From an optimization exercise on the open Yosys and OpenROAD flow, aimed at small area; shortcuts taken in it are not production practice.

Setup of rev 12:
// top_FFE
module top_FFE(
	input  wire               clk,
	input  wire               rst,
	input  wire               load,
	input  wire signed [11:0] DATA_IN,
	output wire               valid_out,
	output reg  signed [11:0] DATA_OUT
);
==> module top_FFE, before the edit <==
module top_FFE(
	input  wire               clk,
	input  wire               rst,
	input  wire               load,
	input  wire signed [11:0] DATA_IN,
	output wire               valid_out,
	output reg  signed [11:0] DATA_OUT
);
	reg t1, t2;
	always @(posedge clk or negedge rst) begin
		if (!rst) begin
			t1 <= 1'b0;
			t2 <= 1'b0;
		end else begin
			t1 <= load;
			t2 <= t1;
		end
	end
	reg  a, b, c;
	wire open_s = ~c & (~b | a);           
	wire accept = open_s & t2;
	always @(posedge clk or negedge rst) begin
		if (!rst) begin
			a <= 1'b0;
			b <= 1'b0;
			c <= 1'b0;
		end else begin
			a <= b;
			b <= c;
			c <= (c & ~(a & b)) | accept;
		end
	end
	assign valid_out = a & ~b;
	wire s1 = ~b & c;
	wire s2 = ~a & b & c;
	wire s3 = a & b & c;
	wire s4 = a & b & ~c;
	reg  [1:0] cnt;
	always @(posedge clk or negedge rst) begin
		if (!rst) begin
			cnt <= 2'b00;
		end else if (s4) begin
			cnt[1] <= cnt[1] | cnt[0];
			cnt[0] <= ~cnt[1];
		end
	end
	wire m1 = cnt[1] | cnt[0];    
	wire m2 = cnt[1];             
	wire m3 = cnt[1] & ~cnt[0];   
	reg [11:0] x0, x1;
	reg [8:0]  x2h;
	reg        c2, z2;
	reg [7:0]  x3h;
	reg        z3;
	wire       k2 = x1[2] & x1[0];
	wire       k3 = (x1[3] & x1[1]) | ((x1[3] | x1[1]) & k2);
	wire       c1 = (x1[4] & x1[2]) | ((x1[4] | x1[2]) & k3);
	always @(posedge clk) begin
		if (accept) begin
			x0  <= DATA_IN;
			x1  <= x0;
			x2h <= x1[11:3];
			c2  <= c1;
			z2  <= ~|x1[3:0];
		end
		x3h <= x2h[8:1];
		z3  <= z2;
	end
	wire [11:0] tA = {x0[11], x0[11:1]};
	wire [11:0] tB = ~{{2{x1[11]}}, x1[11:2]};
	wire        cB = ~|x1[1:0];
	wire [11:0] tC = {{3{x2h[8]}}, x2h};
	wire [11:0] tD = {{5{x2h[8]}}, x2h[8:2]};
	wire [11:0] tE = ~{{4{x3h[7]}}, x3h};
	wire        eE = s1 & m3;
	wire        eB = s2 & m1;
	wire        eC = s3 & m2;
	wire        eD = s4 & m2;
	wire [11:0] op1 = s1 ? tA : DATA_OUT;
	wire [11:0] op2 = ({12{eE}} & tE) | ({12{eB}} & tB) |
	                  ({12{eC}} & tC) | ({12{eD}} & tD);
	wire        cin = (eE & z3) | (eB & cB) | (eC & c2);
	wire [12:0] cy;
	wire [11:0] sum;
	assign cy[0] = cin;
	genvar i;
	generate
		for (i = 0; i < 12; i = i + 1) begin : g_add
			assign sum[i]  = op1[i] ^ op2[i] ^ cy[i];
			assign cy[i+1] = (op1[i] & op2[i]) | (op1[i] & cy[i]) | (op2[i] & cy[i]);
		end
	endgenerate
	always @(posedge clk) DATA_OUT <= sum;
endmodule
==> flow/config.mk <==
export PLATFORM = sky130hd
export DESIGN_NAME = top_FFE
export DESIGN_NICKNAME = top_FFE
export VERILOG_FILES = /design/flow/design.v
export SDC_FILE = /design/flow/constraint.sdc
export NUM_CORES = 4
export LEC_CHECK = 0
export CAP_MARGIN = 20
export CORE_MARGIN = 2
export CORE_UTILIZATION = 60
export PLACE_DENSITY = 0.8
export SLEW_MARGIN = 20
==> flow/constraint.sdc <==
create_clock -name core_clock -period 10.0 [get_ports {clk}]
set_input_delay 2.0000 -clock core_clock [delete_from_list [all_inputs] [get_ports {clk}]]
set_output_delay 2.0000 -clock core_clock [all_outputs]
set_load 0.01 [all_outputs]
standard.sh (not shown) runs the stock make flow with config.mk's settings and CLKGATE_MAP_FILE= SYNTH_SCRIPT=/design/flow/synth_recipe.tcl, a recipe that flattens the netlist after the stock synthesis.
==> flow/flow/run.sh <==
#!/bin/bash
# Standard layout (standard.sh), with two changes passed to ORFS's scripts:
# port buffers use the smallest buffer cell, and clock tree synthesis
# inserts no dummy loads and uses small clock buffers.
export BUFFER_PORTS_ARGS="-buffer_cell sky130_fd_sc_hd__buf_1"
export CTS_ARGS="-sink_clustering_enable -repair_clock_nets -dont_use_dummy_load -buf_list sky130_fd_sc_hd__clkbuf_4 -sink_clustering_size 30 -sink_clustering_max_diameter 100"
bash standard.sh > standard.log 2>&1
diff inputs: rev 12 => rev 13
--- a/flow/design.v
+++ b/flow/design.v
@@ -78,17 +78,17 @@
 	wire        eD = s4 & m2;
 	wire [11:0] op1 = s1 ? tA : DATA_OUT;
-	wire [11:0] op2 = ({12{eE}} & tE) | ({12{eB}} & tB) |
-	                  ({12{eC}} & tC) | ({12{eD}} & tD);
+	wire [11:0] op2 = ({12{eE}} & tE) | ({12{eB}} & tB) | ({12{eC}} & tC) | ({12{eD}} & tD);
 	wire        cin = (eE & z3) | (eB & cB) | (eC & c2);
-	wire [12:0] cy;
-	wire [11:0] sum;
-	assign cy[0] = cin;
+	wire [11:0] n1 = ~op1, n2 = ~op2;
+	wire [12:0] ncy;
+	wire [11:0] nsum;
+	assign ncy[0] = ~cin;
 	genvar i;
 	generate
 		for (i = 0; i < 12; i = i + 1) begin : g_add
-			assign sum[i]  = op1[i] ^ op2[i] ^ cy[i];
-			assign cy[i+1] = (op1[i] & op2[i]) | (op1[i] & cy[i]) | (op2[i] & cy[i]);
+			assign nsum[i]  = n1[i] ^ n2[i] ^ ncy[i];
+			assign ncy[i+1] = (n1[i] & n2[i]) | (n1[i] & ncy[i]) | (n2[i] & ncy[i]);
 		end
 	endgenerate
-	always @(posedge clk) DATA_OUT <= sum;
+	always @(posedge clk) DATA_OUT <= ~nsum;
 endmodule
==> summary.txt <==
Every stage of the flow completed for rev 13, and the final layout passed the timing, DRC and antenna checks.
Compared with rev 12, rev 13 shows a lower effective utilization at floorplan.
Against rev 12, rev 13 comes in 0.53 points higher on area growth from synthesis to layout.
Rev 13 ends up with higher data arrival time of the critical path than rev 12 does.
[compare] base=rev 12 new=rev 13: global-route wire length before repair grew by 1.9%, shortest period the worst path allows went up by 770 ps.
Setup WNS rev 12 -> rev 13: worse
Rev 13: post-route cell area is 26 um^2 lower than what rev 12 reported.
No functional check of the RTL was part of any run of this note.

==> port drivers added, routing unchanged <==
No port has a modelled driver above. Below, the same layouts with a new extraction and two added sets of constraints.
Step 1, drivers: a clkbuf_16 drives clk and a buf_2 each remaining input, both assumed.
Step 2 adds t to the input delays and takes it off the output delays; t is the mean of the earliest and latest rising clock arrival at the registers after step 1. Input paths then give back, and output paths get back, about the clock's delay inside the block.
Slacks: no drivers / after step 1 / after step 2; pairs: no drivers / after step 1.
run | t (ns) | setup slack, ns | latest minus earliest clock arrival (ns)
rev 12 | 0.408 | 3.459 / 3.459 / 3.459 | 0.017 / 0.017
rev 13 | 0.403 | 2.694 / 2.694 / 2.694 | 0.027 / 0.027
After both steps every run listed still meets setup and hold.
